What follows belongs to an exercise in optimizing a design on an open flow for small area and a short achievable clock period; a production flow would make more cautious choices.
No run shown here included a check of the RTL's function; only the layout flow was run.
Power is estimated from default activity; no workload was simulated.

==> flow/design.v, too long to show whole: its modules and the start of the top module <==
// module DSP: 1305 lines
module DSP (A,B,D,C,CLK,CARRYIN,OPMODE,BCIN,RSTA,RSTB,RSTM,
RSTP,RSTC,RSTD,RSTCARRYIN,RSTOPMODE,CEA,CEB,CEM,CEP,CEC,CED,
CECARRYIN,CEOPMODE,PCIN,BCOUT,PCOUT,P,M,CARRYOUT,CARRYOUTF);
  // ...
==> flow/flow/run.sh <==
#!/bin/bash
# The standard layout (standard.sh: standard synthesis, then ORFS to
# finish), with one change: the port buffers are plain buffers (buf_2 from
# buffer_ports, then buf_1 on the inputs) instead of the delay cell
# buffer_ports picks by default.  Each tool's output is in orfs/logs.
set -euo pipefail
HERE=$(pwd)
cat >> config.mk <<EOC
export BUFFER_PORTS_ARGS = -buffer_cell sky130_fd_sc_hd__buf_2
export PRE_RESIZE_TCL = $HERE/flow/ports.tcl
EOC
bash standard.sh > standard.log 2>&1
==> flow/flow/ports.tcl <==
# Before repair_design: the input ports' buffers become buf_1.
set n 0
foreach bterm [[ord::get_db_block] getBTerms] {
  if {[$bterm getIoType] ne "INPUT"} { continue }
  set net [$bterm getNet]
  if {$net eq "NULL" || [$net getSigType] eq "CLOCK"} { continue }
  foreach iterm [$net getITerms] {
    set inst [$iterm getInst]
    if {[[$inst getMaster] getName] eq "sky130_fd_sc_hd__buf_2"} {
      replace_cell [get_cells [$inst getName]] sky130_fd_sc_hd__buf_1
      incr n
    }
  }
}
puts "flow/ports.tcl: $n input buffers set to buf_1"
==> flow/standard.sh <==
#!/bin/bash
# synth_recipe.tcl (not shown) runs the flow's synth.tcl, then flattens the netlist and writes it again
# the make line also repeats each setting of config.mk as NAME=value (left out here)
make -C /OpenROAD-flow-scripts/flow DESIGN_CONFIG=/design/flow/config.mk WORK_HOME=/design/flow/orfs CLKGATE_MAP_FILE= SYNTH_SCRIPT=/design/flow/synth_recipe.tcl "${@:-finish}"
==> flow/config.mk <==
export PLATFORM = sky130hd
export DESIGN_NAME = DSP
export DESIGN_NICKNAME = DSP
export VERILOG_FILES = /design/flow/design.v
export SDC_FILE = /design/flow/constraint.sdc
export NUM_CORES = 4
export LEC_CHECK = 0
export ABC_AREA = 1
export CAP_MARGIN = 20
export CORE_MARGIN = 2
export CORE_UTILIZATION = 40
export SETUP_SLACK_MARGIN = 3.0
export SLEW_MARGIN = 20
export BUFFER_PORTS_ARGS = -buffer_cell sky130_fd_sc_hd__buf_2
export PRE_RESIZE_TCL = /design/flow/flow/ports.tcl
==> flow/constraint.sdc <==
create_clock -name core_clock -period 7.0 [get_ports {CLK}]
set_input_delay 1.4000 -clock core_clock [delete_from_list [all_inputs] [get_ports {CLK}]]
set_output_delay 1.4000 -clock core_clock [all_outputs]
set_load 0.01 [all_outputs]
==> results.ini, run 1 <==
[pwr]
power_density_nw_per_um2 = 265
total_leakage_power_nw = 13.2
p_clk_share_pct = 21.2
power_leader = combinational cells
p_clk_w = 0.00158
intPower_w = 0.00418

[logic_synthesis]
synth_common_cells = nand2_1, inv_1, dfxtp_1, a21oi_1, xor2_1
syn-num-nets = 3722
synth_area_sq_um = 23000
yosys.area.top_type = dfxtp_1

[clocking]
clk_pin_slew_ps = 60
postCtsResizedCells = 173
numCtsBuffers = 29
cts_max_level = 1
post-cts-setup-buffers = 87
cts_tree = done

[worst_setup_path]
slowest_stage = fa_1
cp-endpoint = ms[18]$_SDFFE_PP0P_
critPathMaxStageDelay_ps = 530
cp_cell_sequence = clkinvlp_4 > buf_4 > o22ai_2 > xor2_1 > fa_1 > inv_1 > fa_2 > fa_2 > fa_2 > fa_1 > inv_1 > ha_1 > nor2_1 > a211oi_1
rrSetupSlack_ps = 2940
critical_path_depth = 14

[routing]
first_pass_iters = 6
wl_met1_microns = 35300
routedWlPerCell_microns = 20.7
drtIter0Drc = 2273
num_vias = 23557
final_antenna_net_count = 0

[placement]
dp_hpwl_microns = 62400
place.gp.congestion = 0.912

[finish]
comb.multi_input.count = 2306
post-route-util_pct = 49.7
finalNetCount = 4023
fin_area_sq_um = 28100
inverters_excl_clock = 464
drive_above_1_share_pct = 18.8
ff_latch_area_sq_um = 5020
reg_top3 = cr: 48 flops, pr: 48 flops, ms: 36 flops

[die]
initial_utilization_pct = 40.6
nWellTaps = 756

[outcome]
status = timing/DRC/antenna clean

[hold_path]
min_from = cr[31]$_SDFFE_PP0P_

[global_routing]
grt_pass1_wl_microns = 132000

[sta]
fin_ws_ps = 2940

==> run 2: changes to the inputs <==
--- a/flow/design.v
+++ b/flow/design.v
@@ -25,17 +25,17 @@
   output [47:0] P;
   output [35:0] M;
   output CARRYOUT,CARRYOUTF;
   reg [7:0] opm;
   reg [17:0] dr, ar, br;
   reg [47:0] cr, pr;
   reg cyi, cyo;
   reg [35:0] ms;
-  reg [35:3] mc;
+  reg [35:2] mc;
   wire s6 = opm[6];
   wire [17:0] bx = B ^ {18{s6}};
   wire pre_hp0 = dr[0] ^ bx[0];
   wire pre_hg0 = dr[0] & bx[0];
   wire pre_hp1 = dr[1] ^ bx[1];
   wire pre_hg1 = dr[1] & bx[1];
   wire pre_hp2 = dr[2] ^ bx[2];
   wire pre_hg2 = dr[2] & bx[2];
@@ -122,19 +122,16 @@
   wire pre_g3_13 = pre_g2_13 | (pre_p2_13 & pre_g2_7);
   wire pre_g3_14 = pre_g2_14 | (pre_p2_14 & pre_g2_7);
   wire pre_g3_15 = pre_g2_15 | (pre_p2_15 & pre_g2_7);
   wire pre_g4_16 = pre_hg15 | (pre_hp15 & pre_g3_15);
   wire pre_g4_17 = pre_g0_17 | (pre_p0_17 & pre_g3_15);
   wire pre_g4_18 = pre_g1_18 | (pre_p1_18 & pre_g3_15);
   wire [17:0] pre = {pre_hp17 ^ pre_g4_17, pre_hp16 ^ pre_g4_16, pre_hp15 ^ pre_g3_15, pre_hp14 ^ pre_g3_14, pre_hp13 ^ pre_g3_13, pre_hp12 ^ pre_g3_12, pre_hp11 ^ pre_g3_11, pre_hp10 ^ pre_g3_10, pre_hp9 ^ pre_g3_9, pre_hp8 ^ pre_g3_8, pre_hp7 ^ pre_g2_7, pre_hp6 ^ pre_g2_6, pre_hp5 ^ pre_g2_5, pre_hp4 ^ pre_g2_4, pre_hp3 ^ pre_g1_3, pre_hp2 ^ pre_g1_2, pre_hp1 ^ pre_g0_1, pre_hp0 ^ s6};
   wire [17:0] b_in = opm[4] ? pre : B;
-  reg [8:0] enc_one, enc_two;
-  wire [8:0] one_in = {(b_in[16] ^ b_in[15]), (b_in[14] ^ b_in[13]), (b_in[12] ^ b_in[11]), (b_in[10] ^ b_in[9]), (b_in[8] ^ b_in[7]), (b_in[6] ^ b_in[5]), (b_in[4] ^ b_in[3]), (b_in[2] ^ b_in[1]), (b_in[0] ^ 1'b0)};
-  wire [8:0] two_in = {((b_in[17] & ~b_in[16] & ~b_in[15]) | (~b_in[17] & b_in[16] & b_in[15])), ((b_in[15] & ~b_in[14] & ~b_in[13]) | (~b_in[15] & b_in[14] & b_in[13])), ((b_in[13] & ~b_in[12] & ~b_in[11]) | (~b_in[13] & b_in[12] & b_in[11])), ((b_in[11] & ~b_in[10] & ~b_in[9]) | (~b_in[11] & b_in[10] & b_in[9])), ((b_in[9] & ~b_in[8] & ~b_in[7]) | (~b_in[9] & b_in[8] & b_in[7])), ((b_in[7] & ~b_in[6] & ~b_in[5]) | (~b_in[7] & b_in[6] & b_in[5])), ((b_in[5] & ~b_in[4] & ~b_in[3]) | (~b_in[5] & b_in[4] & b_in[3])), ((b_in[3] & ~b_in[2] & ~b_in[1]) | (~b_in[3] & b_in[2] & b_in[1])), ((b_in[1] & ~b_in[0] & ~1'b0) | (~b_in[1] & b_in[0] & 1'b0))};
   always @(posedge CLK) begin
     if (RSTOPMODE) opm <= 8'd0;
     else if (CEOPMODE) opm <= OPMODE;
   end
   always @(posedge CLK) begin
     if (RSTD) dr <= 18'd0;
     else if (CED) dr <= D;
   end
@@ -149,26 +146,18 @@
   always @(posedge CLK) begin
     if (RSTB) br <= 18'd0;
     else if (CEB) br <= b_in;
   end
   always @(posedge CLK) begin
     if (RSTCARRYIN) cyi <= 1'd0;
     else if (CECARRYIN) cyi <= opm[5];
   end
-  always @(posedge CLK) begin
-    if (RSTB) enc_one <= 9'd0;
-    else if (CEB) enc_one <= one_in;
-  end
-  always @(posedge CLK) begin
-    if (RSTB) enc_two <= 9'd0;
-    else if (CEB) enc_two <= two_in;
-  end
-  wire one0 = enc_one[0];
-  wire two0 = enc_two[0];
+  wire one0 = br[0] ^ 1'b0;
+  wire two0 = (br[1] & ~br[0] & ~1'b0) | (~br[1] & br[0] & 1'b0);
   wire neg0 = br[1];
   wire pp1 = ((one0 & ar[0]) | (two0 & 1'b0)) ^ neg0;
   wire pp2 = ((one0 & ar[1]) | (two0 & ar[0])) ^ neg0;
   wire pp3 = ((one0 & ar[2]) | (two0 & ar[1])) ^ neg0;
   wire pp4 = ((one0 & ar[3]) | (two0 & ar[2])) ^ neg0;
   wire pp5 = ((one0 & ar[4]) | (two0 & ar[3])) ^ neg0;
   wire pp6 = ((one0 & ar[5]) | (two0 & ar[4])) ^ neg0;
   wire pp7 = ((one0 & ar[6]) | (two0 & ar[5])) ^ neg0;
@@ -180,18 +169,18 @@
   wire pp13 = ((one0 & ar[12]) | (two0 & ar[11])) ^ neg0;
   wire pp14 = ((one0 & ar[13]) | (two0 & ar[12])) ^ neg0;
   wire pp15 = ((one0 & ar[14]) | (two0 & ar[13])) ^ neg0;
   wire pp16 = ((one0 & ar[15]) | (two0 & ar[14])) ^ neg0;
   wire pp17 = ((one0 & ar[16]) | (two0 & ar[15])) ^ neg0;
   wire pp18 = ((one0 & ar[17]) | (two0 & ar[16])) ^ neg0;
   wire pp19 = ((one0 & 1'b0) | (two0 & ar[17])) ^ neg0;
   wire ns20 = ~neg0;
-  wire one1 = enc_one[1];
-  wire two1 = enc_two[1];
+  wire one1 = br[2] ^ br[1];
+  wire two1 = (br[3] & ~br[2] & ~br[1]) | (~br[3] & br[2] & br[1]);
   wire neg1 = br[3];
   wire pp21 = ((one1 & ar[0]) | (two1 & 1'b0)) ^ neg1;
   wire pp22 = ((one1 & ar[1]) | (two1 & ar[0])) ^ neg1;
   wire pp23 = ((one1 & ar[2]) | (two1 & ar[1])) ^ neg1;
   wire pp24 = ((one1 & ar[3]) | (two1 & ar[2])) ^ neg1;
   wire pp25 = ((one1 & ar[4]) | (two1 & ar[3])) ^ neg1;
   wire pp26 = ((one1 & ar[5]) | (two1 & ar[4])) ^ neg1;
   wire pp27 = ((one1 & ar[6]) | (two1 & ar[5])) ^ neg1;
@@ -203,18 +192,18 @@
   wire pp33 = ((one1 & ar[12]) | (two1 & ar[11])) ^ neg1;
   wire pp34 = ((one1 & ar[13]) | (two1 & ar[12])) ^ neg1;
   wire pp35 = ((one1 & ar[14]) | (two1 & ar[13])) ^ neg1;
   wire pp36 = ((one1 & ar[15]) | (two1 & ar[14])) ^ neg1;
   wire pp37 = ((one1 & ar[16]) | (two1 & ar[15])) ^ neg1;
   wire pp38 = ((one1 & ar[17]) | (two1 & ar[16])) ^ neg1;
   wire pp39 = ((one1 & 1'b0) | (two1 & ar[17])) ^ neg1;
   wire ns40 = ~neg1;
-  wire one2 = enc_one[2];
-  wire two2 = enc_two[2];
+  wire one2 = br[4] ^ br[3];
+  wire two2 = (br[5] & ~br[4] & ~br[3]) | (~br[5] & br[4] & br[3]);
   wire neg2 = br[5];
   wire pp41 = ((one2 & ar[0]) | (two2 & 1'b0)) ^ neg2;
   wire pp42 = ((one2 & ar[1]) | (two2 & ar[0])) ^ neg2;
   wire pp43 = ((one2 & ar[2]) | (two2 & ar[1])) ^ neg2;
   wire pp44 = ((one2 & ar[3]) | (two2 & ar[2])) ^ neg2;
   wire pp45 = ((one2 & ar[4]) | (two2 & ar[3])) ^ neg2;
   wire pp46 = ((one2 & ar[5]) | (two2 & ar[4])) ^ neg2;
   wire pp47 = ((one2 & ar[6]) | (two2 & ar[5])) ^ neg2;
@@ -226,18 +215,18 @@
   wire pp53 = ((one2 & ar[12]) | (two2 & ar[11])) ^ neg2;
   wire pp54 = ((one2 & ar[13]) | (two2 & ar[12])) ^ neg2;
   wire pp55 = ((one2 & ar[14]) | (two2 & ar[13])) ^ neg2;
   wire pp56 = ((one2 & ar[15]) | (two2 & ar[14])) ^ neg2;
   wire pp57 = ((one2 & ar[16]) | (two2 & ar[15])) ^ neg2;
   wire pp58 = ((one2 & ar[17]) | (two2 & ar[16])) ^ neg2;
   wire pp59 = ((one2 & 1'b0) | (two2 & ar[17])) ^ neg2;
   wire ns60 = ~neg2;
-  wire one3 = enc_one[3];
-  wire two3 = enc_two[3];
+  wire one3 = br[6] ^ br[5];
+  wire two3 = (br[7] & ~br[6] & ~br[5]) | (~br[7] & br[6] & br[5]);
   wire neg3 = br[7];
   wire pp61 = ((one3 & ar[0]) | (two3 & 1'b0)) ^ neg3;
   wire pp62 = ((one3 & ar[1]) | (two3 & ar[0])) ^ neg3;
   wire pp63 = ((one3 & ar[2]) | (two3 & ar[1])) ^ neg3;
   wire pp64 = ((one3 & ar[3]) | (two3 & ar[2])) ^ neg3;
   wire pp65 = ((one3 & ar[4]) | (two3 & ar[3])) ^ neg3;
   wire pp66 = ((one3 & ar[5]) | (two3 & ar[4])) ^ neg3;
   wire pp67 = ((one3 & ar[6]) | (two3 & ar[5])) ^ neg3;
@@ -249,18 +238,18 @@
   wire pp73 = ((one3 & ar[12]) | (two3 & ar[11])) ^ neg3;
   wire pp74 = ((one3 & ar[13]) | (two3 & ar[12])) ^ neg3;
   wire pp75 = ((one3 & ar[14]) | (two3 & ar[13])) ^ neg3;
   wire pp76 = ((one3 & ar[15]) | (two3 & ar[14])) ^ neg3;
   wire pp77 = ((one3 & ar[16]) | (two3 & ar[15])) ^ neg3;
   wire pp78 = ((one3 & ar[17]) | (two3 & ar[16])) ^ neg3;
   wire pp79 = ((one3 & 1'b0) | (two3 & ar[17])) ^ neg3;
   wire ns80 = ~neg3;
-  wire one4 = enc_one[4];
-  wire two4 = enc_two[4];
+  wire one4 = br[8] ^ br[7];
+  wire two4 = (br[9] & ~br[8] & ~br[7]) | (~br[9] & br[8] & br[7]);
   wire neg4 = br[9];
   wire pp81 = ((one4 & ar[0]) | (two4 & 1'b0)) ^ neg4;
   wire pp82 = ((one4 & ar[1]) | (two4 & ar[0])) ^ neg4;
   wire pp83 = ((one4 & ar[2]) | (two4 & ar[1])) ^ neg4;
   wire pp84 = ((one4 & ar[3]) | (two4 & ar[2])) ^ neg4;
   wire pp85 = ((one4 & ar[4]) | (two4 & ar[3])) ^ neg4;
   wire pp86 = ((one4 & ar[5]) | (two4 & ar[4])) ^ neg4;
   wire pp87 = ((one4 & ar[6]) | (two4 & ar[5])) ^ neg4;
@@ -272,18 +261,18 @@
   wire pp93 = ((one4 & ar[12]) | (two4 & ar[11])) ^ neg4;
   wire pp94 = ((one4 & ar[13]) | (two4 & ar[12])) ^ neg4;
   wire pp95 = ((one4 & ar[14]) | (two4 & ar[13])) ^ neg4;
   wire pp96 = ((one4 & ar[15]) | (two4 & ar[14])) ^ neg4;
   wire pp97 = ((one4 & ar[16]) | (two4 & ar[15])) ^ neg4;
   wire pp98 = ((one4 & ar[17]) | (two4 & ar[16])) ^ neg4;
   wire pp99 = ((one4 & 1'b0) | (two4 & ar[17])) ^ neg4;
   wire ns100 = ~neg4;
-  wire one5 = enc_one[5];
-  wire two5 = enc_two[5];
+  wire one5 = br[10] ^ br[9];
+  wire two5 = (br[11] & ~br[10] & ~br[9]) | (~br[11] & br[10] & br[9]);
   wire neg5 = br[11];
   wire pp101 = ((one5 & ar[0]) | (two5 & 1'b0)) ^ neg5;
   wire pp102 = ((one5 & ar[1]) | (two5 & ar[0])) ^ neg5;
   wire pp103 = ((one5 & ar[2]) | (two5 & ar[1])) ^ neg5;
   wire pp104 = ((one5 & ar[3]) | (two5 & ar[2])) ^ neg5;
   wire pp105 = ((one5 & ar[4]) | (two5 & ar[3])) ^ neg5;
   wire pp106 = ((one5 & ar[5]) | (two5 & ar[4])) ^ neg5;
   wire pp107 = ((one5 & ar[6]) | (two5 & ar[5])) ^ neg5;
@@ -295,18 +284,18 @@
   wire pp113 = ((one5 & ar[12]) | (two5 & ar[11])) ^ neg5;
   wire pp114 = ((one5 & ar[13]) | (two5 & ar[12])) ^ neg5;
   wire pp115 = ((one5 & ar[14]) | (two5 & ar[13])) ^ neg5;
   wire pp116 = ((one5 & ar[15]) | (two5 & ar[14])) ^ neg5;
   wire pp117 = ((one5 & ar[16]) | (two5 & ar[15])) ^ neg5;
   wire pp118 = ((one5 & ar[17]) | (two5 & ar[16])) ^ neg5;
   wire pp119 = ((one5 & 1'b0) | (two5 & ar[17])) ^ neg5;
   wire ns120 = ~neg5;
-  wire one6 = enc_one[6];
-  wire two6 = enc_two[6];
+  wire one6 = br[12] ^ br[11];
+  wire two6 = (br[13] & ~br[12] & ~br[11]) | (~br[13] & br[12] & br[11]);
   wire neg6 = br[13];
   wire pp121 = ((one6 & ar[0]) | (two6 & 1'b0)) ^ neg6;
   wire pp122 = ((one6 & ar[1]) | (two6 & ar[0])) ^ neg6;
   wire pp123 = ((one6 & ar[2]) | (two6 & ar[1])) ^ neg6;
   wire pp124 = ((one6 & ar[3]) | (two6 & ar[2])) ^ neg6;
   wire pp125 = ((one6 & ar[4]) | (two6 & ar[3])) ^ neg6;
   wire pp126 = ((one6 & ar[5]) | (two6 & ar[4])) ^ neg6;
   wire pp127 = ((one6 & ar[6]) | (two6 & ar[5])) ^ neg6;
@@ -318,18 +307,18 @@
   wire pp133 = ((one6 & ar[12]) | (two6 & ar[11])) ^ neg6;
   wire pp134 = ((one6 & ar[13]) | (two6 & ar[12])) ^ neg6;
   wire pp135 = ((one6 & ar[14]) | (two6 & ar[13])) ^ neg6;
   wire pp136 = ((one6 & ar[15]) | (two6 & ar[14])) ^ neg6;
   wire pp137 = ((one6 & ar[16]) | (two6 & ar[15])) ^ neg6;
   wire pp138 = ((one6 & ar[17]) | (two6 & ar[16])) ^ neg6;
   wire pp139 = ((one6 & 1'b0) | (two6 & ar[17])) ^ neg6;
   wire ns140 = ~neg6;
-  wire one7 = enc_one[7];
-  wire two7 = enc_two[7];
+  wire one7 = br[14] ^ br[13];
+  wire two7 = (br[15] & ~br[14] & ~br[13]) | (~br[15] & br[14] & br[13]);
   wire neg7 = br[15];
   wire pp141 = ((one7 & ar[0]) | (two7 & 1'b0)) ^ neg7;
   wire pp142 = ((one7 & ar[1]) | (two7 & ar[0])) ^ neg7;
   wire pp143 = ((one7 & ar[2]) | (two7 & ar[1])) ^ neg7;
   wire pp144 = ((one7 & ar[3]) | (two7 & ar[2])) ^ neg7;
   wire pp145 = ((one7 & ar[4]) | (two7 & ar[3])) ^ neg7;
   wire pp146 = ((one7 & ar[5]) | (two7 & ar[4])) ^ neg7;
   wire pp147 = ((one7 & ar[6]) | (two7 & ar[5])) ^ neg7;
@@ -341,18 +330,18 @@
   wire pp153 = ((one7 & ar[12]) | (two7 & ar[11])) ^ neg7;
   wire pp154 = ((one7 & ar[13]) | (two7 & ar[12])) ^ neg7;
   wire pp155 = ((one7 & ar[14]) | (two7 & ar[13])) ^ neg7;
   wire pp156 = ((one7 & ar[15]) | (two7 & ar[14])) ^ neg7;
   wire pp157 = ((one7 & ar[16]) | (two7 & ar[15])) ^ neg7;
   wire pp158 = ((one7 & ar[17]) | (two7 & ar[16])) ^ neg7;
   wire pp159 = ((one7 & 1'b0) | (two7 & ar[17])) ^ neg7;
   wire ns160 = ~neg7;
-  wire one8 = enc_one[8];
-  wire two8 = enc_two[8];
+  wire one8 = br[16] ^ br[15];
+  wire two8 = (br[17] & ~br[16] & ~br[15]) | (~br[17] & br[16] & br[15]);
   wire neg8 = br[17];
   wire pp161 = ((one8 & ar[0]) | (two8 & 1'b0)) ^ neg8;
   wire pp162 = ((one8 & ar[1]) | (two8 & ar[0])) ^ neg8;
   wire pp163 = ((one8 & ar[2]) | (two8 & ar[1])) ^ neg8;
   wire pp164 = ((one8 & ar[3]) | (two8 & ar[2])) ^ neg8;
   wire pp165 = ((one8 & ar[4]) | (two8 & ar[3])) ^ neg8;
   wire pp166 = ((one8 & ar[5]) | (two8 & ar[4])) ^ neg8;
   wire pp167 = ((one8 & ar[6]) | (two8 & ar[5])) ^ neg8;
@@ -391,18 +380,18 @@
   wire nc200 = ~ns20;
   wire nc201 = ~pp185;
   wire nc202 = ~pp187;
   wire nc203 = ~pp189;
   wire nc204 = ~pp191;
   wire nc205 = ~pp193;
   wire nc206 = ~pp195;
   wire nc207 = ~pp197;
-  wire s208 = neg1 ^ pp21 ^ pp3;
-  wire c209 = (neg1 & pp21) | (neg1 & pp3) | (pp21 & pp3);
+  wire s208 = neg1 ^ pp21;
+  wire c209 = neg1 & pp21;
   wire s210 = pp22 ^ pp4;
   wire c211 = pp22 & pp4;
   wire s212 = neg2 ^ pp23 ^ pp41;
   wire c213 = (neg2 & pp23) | (neg2 & pp41) | (pp23 & pp41);
   wire s214 = pp5 ^ c211;
   wire c215 = pp5 & c211;
   wire s216 = pp24 ^ pp42 ^ pp6;
   wire c217 = (pp24 & pp42) | (pp24 & pp6) | (pp42 & pp6);
@@ -585,150 +574,150 @@
   wire s394 = s388 ^ c375 ^ c377;
   wire c395 = (s388 & c375) | (s388 & c377) | (c375 & c377);
   wire s396 = s390 ^ s392 ^ c379;
   wire c397 = (s390 & s392) | (s390 & c379) | (s392 & c379);
   wire s398 = s394 ^ c381 ^ s396;
   wire c399 = (s394 & c381) | (s394 & s396) | (c381 & s396);
   wire s400 = ns20 ^ ns40 ^ pp184;
   wire c401 = (ns20 & ns40) | (ns20 & pp184) | (ns40 & pp184);
-  wire s402 = pp112 ^ pp130 ^ pp148;
-  wire c403 = (pp112 & pp130) | (pp112 & pp148) | (pp130 & pp148);
-  wire s404 = pp166 ^ pp58 ^ pp76;
-  wire c405 = (pp166 & pp58) | (pp166 & pp76) | (pp58 & pp76);
-  wire s406 = pp94 ^ s400 ^ c385;
-  wire c407 = (pp94 & s400) | (pp94 & c385) | (s400 & c385);
+  wire s402 = s400 ^ pp112 ^ pp130;
+  wire c403 = (s400 & pp112) | (s400 & pp130) | (pp112 & pp130);
+  wire s404 = pp148 ^ pp166 ^ pp58;
+  wire c405 = (pp148 & pp166) | (pp148 & pp58) | (pp166 & pp58);
+  wire s406 = pp76 ^ pp94 ^ c385;
+  wire c407 = (pp76 & pp94) | (pp76 & c385) | (pp94 & c385);
   wire s408 = c387 ^ c389 ^ s402;
   wire c409 = (c387 & c389) | (c387 & s402) | (c389 & s402);
   wire s410 = s404 ^ c391 ^ c393;
   wire c411 = (s404 & c391) | (s404 & c393) | (c391 & c393);
   wire s412 = s406 ^ s408 ^ c395;
   wire c413 = (s406 & s408) | (s406 & c395) | (s408 & c395);
   wire s414 = s410 ^ c397 ^ s412;
   wire c415 = (s410 & c397) | (s410 & s412) | (c397 & s412);
-  wire s416 = nc201 ^ pp113 ^ pp131;
-  wire c417 = (nc201 & pp113) | (nc201 & pp131) | (pp113 & pp131);
-  wire s418 = pp149 ^ pp167 ^ pp59;
-  wire c419 = (pp149 & pp167) | (pp149 & pp59) | (pp167 & pp59);
-  wire s420 = pp77 ^ pp95 ^ c401;
-  wire c421 = (pp77 & pp95) | (pp77 & c401) | (pp95 & c401);
+  wire s416 = nc201 ^ c401 ^ pp113;
+  wire c417 = (nc201 & c401) | (nc201 & pp113) | (c401 & pp113);
+  wire s418 = pp131 ^ pp149 ^ pp167;
+  wire c419 = (pp131 & pp149) | (pp131 & pp167) | (pp149 & pp167);
+  wire s420 = pp59 ^ pp77 ^ pp95;
+  wire c421 = (pp59 & pp77) | (pp59 & pp95) | (pp77 & pp95);
   wire s422 = c403 ^ c405 ^ s416;
   wire c423 = (c403 & c405) | (c403 & s416) | (c405 & s416);
   wire s424 = s418 ^ s420 ^ c407;
   wire c425 = (s418 & s420) | (s418 & c407) | (s420 & c407);
-  wire s426 = c409 ^ s422 ^ c411;
-  wire c427 = (c409 & s422) | (c409 & c411) | (s422 & c411);
-  wire s428 = s424 ^ c413 ^ s426;
-  wire c429 = (s424 & c413) | (s424 & s426) | (c413 & s426);
+  wire s426 = c409 ^ s422 ^ s424;
+  wire c427 = (c409 & s422) | (c409 & s424) | (s422 & s424);
+  wire s428 = c411 ^ c413 ^ s426;
+  wire c429 = (c411 & c413) | (c411 & s426) | (c413 & s426);
   wire s430 = ns60 ^ pp185 ^ pp186;
   wire c431 = (ns60 & pp185) | (ns60 & pp186) | (pp185 & pp186);
-  wire s432 = pp114 ^ pp132 ^ pp150;
-  wire c433 = (pp114 & pp132) | (pp114 & pp150) | (pp132 & pp150);
-  wire s434 = pp168 ^ pp78 ^ pp96;
-  wire c435 = (pp168 & pp78) | (pp168 & pp96) | (pp78 & pp96);
-  wire s436 = s430 ^ c417 ^ c419;
-  wire c437 = (s430 & c417) | (s430 & c419) | (c417 & c419);
+  wire s432 = s430 ^ pp114 ^ pp132;
+  wire c433 = (s430 & pp114) | (s430 & pp132) | (pp114 & pp132);
+  wire s434 = pp150 ^ pp168 ^ pp78;
+  wire c435 = (pp150 & pp168) | (pp150 & pp78) | (pp168 & pp78);
+  wire s436 = pp96 ^ c417 ^ c419;
+  wire c437 = (pp96 & c417) | (pp96 & c419) | (c417 & c419);
   wire s438 = c421 ^ s432 ^ s434;
   wire c439 = (c421 & s432) | (c421 & s434) | (s432 & s434);
   wire s440 = c423 ^ s436 ^ s438;
   wire c441 = (c423 & s436) | (c423 & s438) | (s436 & s438);
   wire s442 = c425 ^ s440 ^ c427;
   wire c443 = (c425 & s440) | (c425 & c427) | (s440 & c427);
-  wire s444 = nc202 ^ pp115 ^ pp133;
-  wire c445 = (nc202 & pp115) | (nc202 & pp133) | (pp115 & pp133);
-  wire s446 = pp151 ^ pp169 ^ pp79;
-  wire c447 = (pp151 & pp169) | (pp151 & pp79) | (pp169 & pp79);
-  wire s448 = pp97 ^ c431 ^ c433;
-  wire c449 = (pp97 & c431) | (pp97 & c433) | (c431 & c433);
+  wire s444 = nc202 ^ c431 ^ pp115;
+  wire c445 = (nc202 & c431) | (nc202 & pp115) | (c431 & pp115);
+  wire s446 = pp133 ^ pp151 ^ pp169;
+  wire c447 = (pp133 & pp151) | (pp133 & pp169) | (pp151 & pp169);
+  wire s448 = pp79 ^ pp97 ^ c433;
+  wire c449 = (pp79 & pp97) | (pp79 & c433) | (pp97 & c433);
   wire s450 = c435 ^ s444 ^ s446;
   wire c451 = (c435 & s444) | (c435 & s446) | (s444 & s446);
   wire s452 = c437 ^ c439 ^ s448;
   wire c453 = (c437 & c439) | (c437 & s448) | (c439 & s448);
   wire s454 = s450 ^ c441 ^ s452;
   wire c455 = (s450 & c441) | (s450 & s452) | (c441 & s452);
   wire s456 = ns80 ^ pp187 ^ pp188;
   wire c457 = (ns80 & pp187) | (ns80 & pp188) | (pp187 & pp188);
-  wire s458 = pp116 ^ pp134 ^ pp152;
-  wire c459 = (pp116 & pp134) | (pp116 & pp152) | (pp134 & pp152);
-  wire s460 = pp170 ^ pp98 ^ s456;
-  wire c461 = (pp170 & pp98) | (pp170 & s456) | (pp98 & s456);
+  wire s458 = s456 ^ pp116 ^ pp134;
+  wire c459 = (s456 & pp116) | (s456 & pp134) | (pp116 & pp134);
+  wire s460 = pp152 ^ pp170 ^ pp98;
+  wire c461 = (pp152 & pp170) | (pp152 & pp98) | (pp170 & pp98);
   wire s462 = c445 ^ c447 ^ s458;
   wire c463 = (c445 & c447) | (c445 & s458) | (c447 & s458);
   wire s464 = s460 ^ c449 ^ c451;
   wire c465 = (s460 & c449) | (s460 & c451) | (c449 & c451);
   wire s466 = s462 ^ c453 ^ s464;
   wire c467 = (s462 & c453) | (s462 & s464) | (c453 & s464);
-  wire s468 = nc203 ^ pp117 ^ pp135;
-  wire c469 = (nc203 & pp117) | (nc203 & pp135) | (pp117 & pp135);
-  wire s470 = pp153 ^ pp171 ^ pp99;
-  wire c471 = (pp153 & pp171) | (pp153 & pp99) | (pp171 & pp99);
-  wire s472 = c457 ^ c459 ^ s468;
-  wire c473 = (c457 & c459) | (c457 & s468) | (c459 & s468);
-  wire s474 = s470 ^ c461 ^ c463;
-  wire c475 = (s470 & c461) | (s470 & c463) | (c461 & c463);
+  wire s468 = nc203 ^ c457 ^ pp117;
+  wire c469 = (nc203 & c457) | (nc203 & pp117) | (c457 & pp117);
+  wire s470 = pp135 ^ pp153 ^ pp171;
+  wire c471 = (pp135 & pp153) | (pp135 & pp171) | (pp153 & pp171);
+  wire s472 = pp99 ^ c459 ^ c461;
+  wire c473 = (pp99 & c459) | (pp99 & c461) | (c459 & c461);
+  wire s474 = s468 ^ s470 ^ c463;
+  wire c475 = (s468 & s470) | (s468 & c463) | (s470 & c463);
   wire s476 = s472 ^ c465 ^ s474;
   wire c477 = (s472 & c465) | (s472 & s474) | (c465 & s474);
   wire s478 = ns100 ^ pp189 ^ pp190;
   wire c479 = (ns100 & pp189) | (ns100 & pp190) | (pp189 & pp190);
-  wire s480 = pp118 ^ pp136 ^ pp154;
-  wire c481 = (pp118 & pp136) | (pp118 & pp154) | (pp136 & pp154);
-  wire s482 = pp172 ^ s478 ^ c469;
-  wire c483 = (pp172 & s478) | (pp172 & c469) | (s478 & c469);
+  wire s480 = s478 ^ pp118 ^ pp136;
+  wire c481 = (s478 & pp118) | (s478 & pp136) | (pp118 & pp136);
+  wire s482 = pp154 ^ pp172 ^ c469;
+  wire c483 = (pp154 & pp172) | (pp154 & c469) | (pp172 & c469);
   wire s484 = c471 ^ s480 ^ c473;
   wire c485 = (c471 & s480) | (c471 & c473) | (s480 & c473);
-  wire s486 = s482 ^ c475 ^ s484;
-  wire c487 = (s482 & c475) | (s482 & s484) | (c475 & s484);
-  wire s488 = nc204 ^ pp119 ^ pp137;
-  wire c489 = (nc204 & pp119) | (nc204 & pp137) | (pp119 & pp137);
-  wire s490 = pp155 ^ pp173 ^ c479;
-  wire c491 = (pp155 & pp173) | (pp155 & c479) | (pp173 & c479);
+  wire s486 = s482 ^ s484 ^ c475;
+  wire c487 = (s482 & s484) | (s482 & c475) | (s484 & c475);
+  wire s488 = nc204 ^ c479 ^ pp119;
+  wire c489 = (nc204 & c479) | (nc204 & pp119) | (c479 & pp119);
+  wire s490 = pp137 ^ pp155 ^ pp173;
+  wire c491 = (pp137 & pp155) | (pp137 & pp173) | (pp155 & pp173);
   wire s492 = c481 ^ s488 ^ s490;
   wire c493 = (c481 & s488) | (c481 & s490) | (s488 & s490);
   wire s494 = c483 ^ s492 ^ c485;
   wire c495 = (c483 & s492) | (c483 & c485) | (s492 & c485);
   wire s496 = ns120 ^ pp191 ^ pp192;
   wire c497 = (ns120 & pp191) | (ns120 & pp192) | (pp191 & pp192);
-  wire s498 = pp138 ^ pp156 ^ pp174;
-  wire c499 = (pp138 & pp156) | (pp138 & pp174) | (pp156 & pp174);
-  wire s500 = s496 ^ c489 ^ c491;
-  wire c501 = (s496 & c489) | (s496 & c491) | (c489 & c491);
+  wire s498 = s496 ^ pp138 ^ pp156;
+  wire c499 = (s496 & pp138) | (s496 & pp156) | (pp138 & pp156);
+  wire s500 = pp174 ^ c489 ^ c491;
+  wire c501 = (pp174 & c489) | (pp174 & c491) | (c489 & c491);
   wire s502 = s498 ^ c493 ^ s500;
   wire c503 = (s498 & c493) | (s498 & s500) | (c493 & s500);
-  wire s504 = nc205 ^ pp139 ^ pp157;
-  wire c505 = (nc205 & pp139) | (nc205 & pp157) | (pp139 & pp157);
-  wire s506 = pp175 ^ c497 ^ c499;
-  wire c507 = (pp175 & c497) | (pp175 & c499) | (c497 & c499);
+  wire s504 = nc205 ^ c497 ^ pp139;
+  wire c505 = (nc205 & c497) | (nc205 & pp139) | (c497 & pp139);
+  wire s506 = pp157 ^ pp175 ^ c499;
+  wire c507 = (pp157 & pp175) | (pp157 & c499) | (pp175 & c499);
   wire s508 = s504 ^ c501 ^ s506;
   wire c509 = (s504 & c501) | (s504 & s506) | (c501 & s506);
   wire s510 = ns140 ^ pp193 ^ pp194;
   wire c511 = (ns140 & pp193) | (ns140 & pp194) | (pp193 & pp194);
-  wire s512 = pp158 ^ pp176 ^ s510;
-  wire c513 = (pp158 & pp176) | (pp158 & s510) | (pp176 & s510);
+  wire s512 = s510 ^ pp158 ^ pp176;
+  wire c513 = (s510 & pp158) | (s510 & pp176) | (pp158 & pp176);
   wire s514 = c505 ^ s512 ^ c507;
   wire c515 = (c505 & s512) | (c505 & c507) | (s512 & c507);
-  wire s516 = nc206 ^ pp159 ^ pp177;
-  wire c517 = (nc206 & pp159) | (nc206 & pp177) | (pp159 & pp177);
-  wire s518 = c511 ^ s516 ^ c513;
-  wire c519 = (c511 & s516) | (c511 & c513) | (s516 & c513);
+  wire s516 = nc206 ^ c511 ^ pp159;
+  wire c517 = (nc206 & c511) | (nc206 & pp159) | (c511 & pp159);
+  wire s518 = pp177 ^ c513 ^ s516;
+  wire c519 = (pp177 & c513) | (pp177 & s516) | (c513 & s516);
   wire s520 = ns160 ^ pp195 ^ pp196;
   wire c521 = (ns160 & pp195) | (ns160 & pp196) | (pp195 & pp196);
-  wire s522 = pp178 ^ s520 ^ c517;
-  wire c523 = (pp178 & s520) | (pp178 & c517) | (s520 & c517);
-  wire s524 = nc207 ^ pp179 ^ c521;
-  wire c525 = (nc207 & pp179) | (nc207 & c521) | (pp179 & c521);
+  wire s522 = s520 ^ pp178 ^ c517;
+  wire c523 = (s520 & pp178) | (s520 & c517) | (pp178 & c517);
+  wire s524 = nc207 ^ c521 ^ pp179;
+  wire c525 = (nc207 & c521) | (nc207 & pp179) | (c521 & pp179);
   wire s526 = ns180 ^ pp197 ^ pp198;
   wire c527 = (ns180 & pp197) | (ns180 & pp198) | (pp197 & pp198);
   wire s528 = neg0 ^ pp1;
   wire c529 = neg0 & pp1;
-  wire s530 = pp2 ^ c529;
-  wire c531 = pp2 & c529;
-  wire p532 = c531 ^ s208;
-  wire g533 = c531 & s208;
-  wire p534 = s210 ^ c209;
-  wire g535 = s210 & c209;
+  wire p530 = pp2 ^ c529;
+  wire g531 = pp2 & c529;
+  wire p532 = pp3 ^ s208;
+  wire g533 = pp3 & s208;
+  wire p534 = c209 ^ s210;
+  wire g535 = c209 & s210;
   wire p536 = s212 ^ s214;
   wire g537 = s212 & s214;
   wire p538 = s216 ^ s218;
   wire g539 = s216 & s218;
   wire p540 = s222 ^ s224;
   wire g541 = s222 & s224;
   wire p542 = s228 ^ s230;
   wire g543 = s228 & s230;
@@ -767,43 +756,43 @@
   wire p576 = s454 ^ c443;
   wire g577 = s454 & c443;
   wire p578 = c455 ^ s466;
   wire g579 = c455 & s466;
   wire p580 = c467 ^ s476;
   wire g581 = c467 & s476;
   wire p582 = c477 ^ s486;
   wire g583 = c477 & s486;
-  wire p584 = c487 ^ s494;
-  wire g585 = c487 & s494;
+  wire p584 = s494 ^ c487;
+  wire g585 = s494 & c487;
   wire p586 = s502 ^ c495;
   wire g587 = s502 & c495;
   wire p588 = c503 ^ s508;
   wire g589 = c503 & s508;
-  wire p590 = c509 ^ s514;
-  wire g591 = c509 & s514;
+  wire p590 = s514 ^ c509;
+  wire g591 = s514 & c509;
   wire p592 = s518 ^ c515;
   wire g593 = s518 & c515;
-  wire p594 = s522 ^ c519;
-  wire g595 = s522 & c519;
+  wire p594 = c519 ^ s522;
+  wire g595 = c519 & s522;
   wire p596 = s524 ^ c523;
   wire g597 = s524 & c523;
   wire p598 = s526 ^ c525;
   wire g599 = s526 & c525;
-  wire [35:0] prod_s = {p598, p596, p594, p592, p590, p588, p586, p584, p582, p580, p578, p576, p574, p572, p570, p568, p566, p564, p562, p560, p558, p556, p554, p552, p550, p548, p546, p544, p542, p540, p538, p536, p534, p532, s530, s528};
-  wire [35:0] prod_c = {g597, g595, g593, g591, g589, g587, g585, g583, g581, g579, g577, g575, g573, g571, g569, g567, g565, g563, g561, g559, g557, g555, g553, g551, g549, g547, g545, g543, g541, g539, g537, g535, g533, 1'b0, 1'b0, 1'b0};
+  wire [35:0] prod_s = {p598, p596, p594, p592, p590, p588, p586, p584, p582, p580, p578, p576, p574, p572, p570, p568, p566, p564, p562, p560, p558, p556, p554, p552, p550, p548, p546, p544, p542, p540, p538, p536, p534, p532, p530, s528};
+  wire [35:0] prod_c = {g597, g595, g593, g591, g589, g587, g585, g583, g581, g579, g577, g575, g573, g571, g569, g567, g565, g563, g561, g559, g557, g555, g553, g551, g549, g547, g545, g543, g541, g539, g537, g535, g533, g531, 1'b0, 1'b0};
   always @(posedge CLK) begin
     if (RSTM) ms <= 36'd0;
     else if (CEM) ms <= prod_s;
   end
   always @(posedge CLK) begin
-    if (RSTM) mc <= 33'd0;
-    else if (CEM) mc <= prod_c[35:3];
+    if (RSTM) mc <= 34'd0;
+    else if (CEM) mc <= prod_c[35:2];
   end
-  wire [35:0] mc36 = {mc, 3'd0};
+  wire [35:0] mc36 = {mc, 2'd0};
   wire ma_g0_3 = mc36[4] | (ms[3] & mc36[3]);
   wire ma_p0_3 = ms[3] & ms[2];
   wire ma_g0_5 = mc36[6] | (ms[5] & mc36[5]);
   wire ma_p0_5 = ms[5] & ms[4];
   wire ma_g0_7 = mc36[8] | (ms[7] & mc36[7]);
   wire ma_p0_7 = ms[7] & ms[6];
   wire ma_g0_9 = mc36[10] | (ms[9] & mc36[9]);
   wire ma_p0_9 = ms[9] & ms[8];
@@ -828,16 +817,20 @@
   wire ma_g0_29 = mc36[30] | (ms[29] & mc36[29]);
   wire ma_p0_29 = ms[29] & ms[28];
   wire ma_g0_31 = mc36[32] | (ms[31] & mc36[31]);
   wire ma_p0_31 = ms[31] & ms[30];
   wire ma_g0_33 = mc36[34] | (ms[33] & mc36[33]);
   wire ma_p0_33 = ms[33] & ms[32];
   wire ma_g0_35 = ms[35] & mc36[35];
   wire ma_p0_35 = ms[35] & ms[34];
+  wire ma_g1_2 = mc36[3] | (ms[2] & mc36[2]);
+  wire ma_p1_2 = ms[2] & ms[1];
+  wire ma_g1_3 = ma_g0_3 | (ma_p0_3 & mc36[2]);
+  wire ma_p1_3 = ma_p0_3 & ms[1];
   wire ma_g1_6 = mc36[7] | (ms[6] & ma_g0_5);
   wire ma_p1_6 = ms[6] & ma_p0_5;
   wire ma_g1_7 = ma_g0_7 | (ma_p0_7 & ma_g0_5);
   wire ma_p1_7 = ma_p0_7 & ma_p0_5;
   wire ma_g1_10 = mc36[11] | (ms[10] & ma_g0_9);
   wire ma_p1_10 = ms[10] & ma_p0_9;
   wire ma_g1_11 = ma_g0_11 | (ma_p0_11 & ma_g0_9);
   wire ma_p1_11 = ma_p0_11 & ma_p0_9;
@@ -860,24 +853,24 @@
   wire ma_g1_30 = mc36[31] | (ms[30] & ma_g0_29);
   wire ma_p1_30 = ms[30] & ma_p0_29;
   wire ma_g1_31 = ma_g0_31 | (ma_p0_31 & ma_g0_29);
   wire ma_p1_31 = ma_p0_31 & ma_p0_29;
   wire ma_g1_34 = mc36[35] | (ms[34] & ma_g0_33);
   wire ma_p1_34 = ms[34] & ma_p0_33;
   wire ma_g1_35 = ma_g0_35 | (ma_p0_35 & ma_g0_33);
   wire ma_p1_35 = ma_p0_35 & ma_p0_33;
-  wire ma_g2_4 = mc36[5] | (ms[4] & ma_g0_3);
-  wire ma_p2_4 = ms[4] & ma_p0_3;
-  wire ma_g2_5 = ma_g0_5 | (ma_p0_5 & ma_g0_3);
-  wire ma_p2_5 = ma_p0_5 & ma_p0_3;
-  wire ma_g2_6 = ma_g1_6 | (ma_p1_6 & ma_g0_3);
-  wire ma_p2_6 = ma_p1_6 & ma_p0_3;
-  wire ma_g2_7 = ma_g1_7 | (ma_p1_7 & ma_g0_3);
-  wire ma_p2_7 = ma_p1_7 & ma_p0_3;
+  wire ma_g2_4 = mc36[5] | (ms[4] & ma_g1_3);
+  wire ma_p2_4 = ms[4] & ma_p1_3;
+  wire ma_g2_5 = ma_g0_5 | (ma_p0_5 & ma_g1_3);
+  wire ma_p2_5 = ma_p0_5 & ma_p1_3;
+  wire ma_g2_6 = ma_g1_6 | (ma_p1_6 & ma_g1_3);
+  wire ma_p2_6 = ma_p1_6 & ma_p1_3;
+  wire ma_g2_7 = ma_g1_7 | (ma_p1_7 & ma_g1_3);
+  wire ma_p2_7 = ma_p1_7 & ma_p1_3;
   wire ma_g2_12 = mc36[13] | (ms[12] & ma_g1_11);
   wire ma_p2_12 = ms[12] & ma_p1_11;
   wire ma_g2_13 = ma_g0_13 | (ma_p0_13 & ma_g1_11);
   wire ma_p2_13 = ma_p0_13 & ma_p1_11;
   wire ma_g2_14 = ma_g1_14 | (ma_p1_14 & ma_g1_11);
   wire ma_p2_14 = ma_p1_14 & ma_p1_11;
   wire ma_g2_15 = ma_g1_15 | (ma_p1_15 & ma_g1_11);
   wire ma_p2_15 = ma_p1_15 & ma_p1_11;
@@ -964,17 +957,17 @@
   wire ma_g5_32 = mc36[33] | (ms[32] & ma_g4_31);
   wire ma_p5_32 = ms[32] & ma_p4_31;
   wire ma_g5_33 = ma_g0_33 | (ma_p0_33 & ma_g4_31);
   wire ma_p5_33 = ma_p0_33 & ma_p4_31;
   wire ma_g5_34 = ma_g1_34 | (ma_p1_34 & ma_g4_31);
   wire ma_p5_34 = ma_p1_34 & ma_p4_31;
   wire ma_g5_35 = ma_g1_35 | (ma_p1_35 & ma_g4_31);
   wire ma_p5_35 = ma_p1_35 & ma_p4_31;
-  assign M = {ms[35] ^ ma_g5_34, ms[34] ^ ma_g5_33, ms[33] ^ ma_g5_32, ms[32] ^ ma_g4_31, ms[31] ^ ma_g4_30, ms[30] ^ ma_g4_29, ms[29] ^ ma_g4_28, ms[28] ^ ma_g4_27, ms[27] ^ ma_g4_26, ms[26] ^ ma_g4_25, ms[25] ^ ma_g4_24, ms[24] ^ ma_g4_23, ms[23] ^ ma_g4_22, ms[22] ^ ma_g4_21, ms[21] ^ ma_g4_20, ms[20] ^ ma_g4_19, ms[19] ^ ma_g4_18, ms[18] ^ ma_g4_17, ms[17] ^ ma_g4_16, ms[16] ^ ma_g3_15, ms[15] ^ ma_g3_14, ms[14] ^ ma_g3_13, ms[13] ^ ma_g3_12, ms[12] ^ ma_g3_11, ms[11] ^ ma_g3_10, ms[10] ^ ma_g3_9, ms[9] ^ ma_g3_8, ms[8] ^ ma_g2_7, ms[7] ^ ma_g2_6, ms[6] ^ ma_g2_5, ms[5] ^ ma_g2_4, ms[4] ^ ma_g0_3, ms[3] ^ mc36[3], ms[2] ^ 1'b0, ms[1] ^ 1'b0, ms[0] ^ 1'b0};
+  assign M = {ms[35] ^ ma_g5_34, ms[34] ^ ma_g5_33, ms[33] ^ ma_g5_32, ms[32] ^ ma_g4_31, ms[31] ^ ma_g4_30, ms[30] ^ ma_g4_29, ms[29] ^ ma_g4_28, ms[28] ^ ma_g4_27, ms[27] ^ ma_g4_26, ms[26] ^ ma_g4_25, ms[25] ^ ma_g4_24, ms[24] ^ ma_g4_23, ms[23] ^ ma_g4_22, ms[22] ^ ma_g4_21, ms[21] ^ ma_g4_20, ms[20] ^ ma_g4_19, ms[19] ^ ma_g4_18, ms[18] ^ ma_g4_17, ms[17] ^ ma_g4_16, ms[16] ^ ma_g3_15, ms[15] ^ ma_g3_14, ms[14] ^ ma_g3_13, ms[13] ^ ma_g3_12, ms[12] ^ ma_g3_11, ms[11] ^ ma_g3_10, ms[10] ^ ma_g3_9, ms[9] ^ ma_g3_8, ms[8] ^ ma_g2_7, ms[7] ^ ma_g2_6, ms[6] ^ ma_g2_5, ms[5] ^ ma_g2_4, ms[4] ^ ma_g1_3, ms[3] ^ ma_g1_2, ms[2] ^ mc36[2], ms[1] ^ 1'b0, ms[0] ^ 1'b0};
   wire s7 = opm[7];
   wire [47:0] x = ({48{opm[1:0] == 2'd1}} & {12'd0, M})
                 | ({48{opm[1:0] == 2'd2}} & pr)
                 | ({48{opm[1:0] == 2'd3}} & {dr[11:0], ar, br});
   wire [47:0] z = ({48{opm[3:2] == 2'd1}} & PCIN)
                 | ({48{opm[3:2] == 2'd2}} & pr)
                 | ({48{opm[3:2] == 2'd3}} & cr);
   wire [47:0] xs = x ^ {48{s7}};
==> run 2 against run 1 <==
  * Die area down 1.7%
  * Design area about the same
  * Via count down 3.0%
  * Critical path depth increased by 3
  * Register-to-register slack worse by 110 ps
  * Final cell count shrank 1.2%
==> results.ini, run 2 <==
[routing]
wl_microns = 88100
first_pass_iters = 8  ; +2
drtIter0Drc = 2144  ; -5.7%
num_vias = 22858  ; -3.0%
viasPerCell = 5.33
drc = 0
final_antenna_net_count = 0  ; unchanged
routedWlPerCell_microns = 20.6  ; -0.60%

[placement]
placed_area_sq_um = 24200
place.gp.congestion = 0.914  ; +0.25%
io_buffers = 326
dp_hpwl_microns = 61100  ; -2.1%
place_inst = 4055

[worst_setup_path]
cp_cell_sequence = buf_12 > inv_12 > nand2_4 > nor2_4 > nor2_4 > buf_12 > o22ai_2 > xor2_2 > fa_1 > fa_2 > fa_2 > fa_1 > fa_2 > inv_1 > ha_1 > nor2_1 > a211oi_1
r2r_cells = 17
critPathRequiredTime_ps = 7440
timing.rr.start = br[9]$_SDFFE_PP0P_
reg2reg_to = ms[21]$_SDFFE_PP0P_
start_kind = flop
worstPathArrival_ps = 4610
critical_path.most_common_cell = fa_2
critPathMaxStageDelay_ps = 600  ; +70 ps
slowest_stage = fa_2
critPathCaptureType = flop
critPathKind = reg2reg
rrSetupSlack_ps = 2830  ; -110 ps
path_max_fanout = 11

[finish]
drive_above_1_share_pct = 21.6  ; +2.8 points
finalNonFillerCells = 4285
insertedDiodeCount = 0
syn2layout_area_growth_pct = 24.5
nFillCells = 5662
fin_area_sq_um = 28100  ; about the same
reg_top3 = cr: 48 flops, pr: 48 flops, ms: 36 flops
final_common_cell = nand2_1
layout_common_cells = nand2_1, inv_1, a21oi_1, xor2_1, dfxtp_1
multi_input_area_sq_um = 16300
finalNetCount = 3967  ; -1.4%
ff_latch_area_sq_um = 4720  ; -6.0%

[sta]
hold_viol_final = 0
whs_ps = 461
period_needed_ps = 4170
slew_headroom_pct = 27.5
rsz0062_at_grt = yes
fin_crit_sh_pct = 59.5
finalSetupViolCount = 0
tns_ps = 0
clock_skew_ps = 17.7
max_clock_freq_mhz = 240
slew_violations = 0
worst_pin_slew_ps = 1090

[global_routing]
grt_max_degree = 100
antenna_found_initial = 0
grt_pass1_wl_microns = 132000  ; +0.18%
overflow = 0
grt_util_all_layers_pct = 29.0
grt_pass1_vias = 22100

[clocking]
cts_tree = done
cts_hold_buf = 0
clkSinkCount = 230
numCtsBuffers = 31  ; +6.9%
cts_max_level = 1  ; unchanged
insertion_delay_ps = 610
clk_pin_slew_ps = 70  ; about the same
clockBufferDepth = 3
ctsRootBufferMaster = clkbuf_16

[die]
die_w_microns = 242
initial_utilization_pct = 40.2  ; -0.40 points
dieArea_sq_um = 58400
die_y_microns = 242
fp.coreArea_sq_um = 56200
rows = 87
io_pins = 346

[logic_synthesis]
synthFlopType = dfxtp_1
synth_area_per_cell_sq_um = 7.07
ys_ff_latch = 230
synth_common_cells = nand2_1, inv_1, a21oi_1, dfxtp_1, xor2_1
yosysWarnings = 1
ys_seq_area_share_pct = 20.4
yosysTopAreaCellShare_pct = 20.4
syn-num-nets = 3659  ; -1.7%
synth_edf_count = 0
synth_cell_types = 50
yosys.cell_count.top_type = nand2_1
yosys.area.top_type = dfxtp_1
synth_area_sq_um = 22600  ; -1.8%
syn_inst = 3196
async_reset_ff_share_pct = 0
synth_area_leaders = dfxtp_1, fa_1, nand2_1

[job]
drv_cap = 0

[pwr]
p_total_w = 0.00829
share_comb_of_total_power_pct = 58.5
swShare_pct = 45.4
seqPwrFrac_pct = 20.7
intPower_w = 0.00453  ; +8.4%
p_switching_w = 0.00377
p_clk_share_pct = 20.8  ; -0.4 points
total_leakage_power_nw = 13.1  ; -0.48%
power_density_nw_per_um2 = 295  ; +11%
vdd_drop_max_mv = 0.244

[hold_path]
worstHoldEndpoint = cr[15]$_SDFFE_PP0P_
worstHoldPathType = reg2reg
min_delay_path_depth = 2
min_from = cr[15]$_SDFFE_PP0P_

[outcome]
status = timing/DRC/antenna clean

[run 2: changes by cell type in the layout (fill, tap and decap cells not counted), sizes merged, moves of 5 or more]
cell	change
clkinv	-12
buf	-5
clkbuf	-11
o21ai	-12
nand2	-42
o22ai	+9
dfxtp	-16
nor2	+41
a21oi	+13
clkinvlp	+23
nand3	-33
[run 2: stage by stage]
step                      setup WS, ps  util, %
after floorplan                   2970        -
after global placement            2050     43.4
after global routing              2710     50.1
after detailed placement          1960     43.1
after CTS                         2860     48.4
final                             2830     50.1
[run 2: power groups by stage]
stage	logic [W]	clock network, W	registers (W)
after floorplan	0.00289	0	0.00165
after global placement	0.00427	0	0.00172
after detailed placement	0.00429	0	0.00172
after CTS	0.00469	0.00174	0.00169
after global routing	0.00544	0.00179	0.00174
final	0.00485	0.00172	0.00172
[run 2: area by class of cell]
cell class,count,area share (%)
clock buffer,34,2.87
clock inverter,24,1.00
inverter,457,6.69
multi-input combinational,2264,58.1
sequential,230,16.8
tap,756,3.36
timing repair buffer,507,10.9
timing repair inverter,13,0.293
[run 2: cells by family (layout without fill, tap and decap cells)]
family / after synthesis / count (layout) / share of synthesized area, %
simple gates: 1082 / 1083 / 19.5
buf+inv: 703 / 1035 / 13.0
compound gates: 662 / 662 / 17.5
fa+ha+maj: 269 / 269 / 19.9
xor+xnor: 250 / 250 / 9.76
flops: 230 / 230 / 20.4
[run 2: worst max-delay path, delay by kind of cell, from the launching register on]
kind                       cells  cell delay, ps
buffers and inverters          4             400
xor gates and xnor gates       1             180
AOI/OAI and AO/OA              2             150
adders and majority gates      6            2580
DFF                            1             370
and+or+nand+nor                4             330
[run 2: how the worst max path moves through the flow]
stage                                   start             endpoint  slack [ps]  cells past startpoint
after floorplan           br[11]$_SDFFE_PP0P_  ms[18]$_SDFFE_PP0P_        2970                     18
after global placement    opm[3]$_SDFFE_PP0P_  pr[32]$_SDFFE_PP0P_        2050                     15
after global routing      br[14]$_SDFFE_PP0P_  ms[23]$_SDFFE_PP0P_        2710                     16
after CTS                  br[9]$_SDFFE_PP0P_  ms[21]$_SDFFE_PP0P_        2860                     17
after detailed placement  opm[3]$_SDFFE_PP0P_  pr[32]$_SDFFE_PP0P_        1960                     15
final                      br[9]$_SDFFE_PP0P_  ms[21]$_SDFFE_PP0P_        2830                     17
[run 2: timing repair]
item | CTS | global route
setup endpoints to repair | 80 | 68
buffers inserted | 130 | 27
gates resized for setup | 188 | 170
pin swaps | 50 | 64
cloned | 14 | 1
[run 2: metal layers]
layer / vias up / GRT usage [%] / routed length (microns)
li1: 10834 / - / -
met1: 10741 / 36.7 / 35300
met2: 1029 / 47.4 / 40100
met3: 254 / 4.64 / 7080
met4: 0 / 15.9 / 5570
met5: - / 0 / 0

==> what the ideal ports hide <==
In the flow no input, the clock included, has a driving cell. The finished layouts below were timed again as built, in two steps.
Step 1 sets driving cells, clkbuf_16 on the clock port and buf_2 on the other inputs (assumed; they add their load-dependent delay and slew).
Step 2 adds t to the input delays and takes it off the output delays; t is the mean of the earliest and latest rising clock arrival at the registers after step 1. Input paths then give back, and output paths get back, about the clock's delay inside the block.
a / b / c = ideal / step 1 / step 2; a / b = the first two.
run | shift t [ns] | slack for setup (ns) | worst setup path at the end | pins driven straight from the clock port
run 1 | 0.659 | 2.943 / 2.943 / 2.797 | input to register | 1
run 2 | 0.663 | 2.832 / 2.832 / 2.832 | register to register | 1
After both steps setup and hold are still met in every run listed. The setup slack of run 1, which loses most, moves by 0.000 ns with the drivers and by -0.146 ns with both steps.
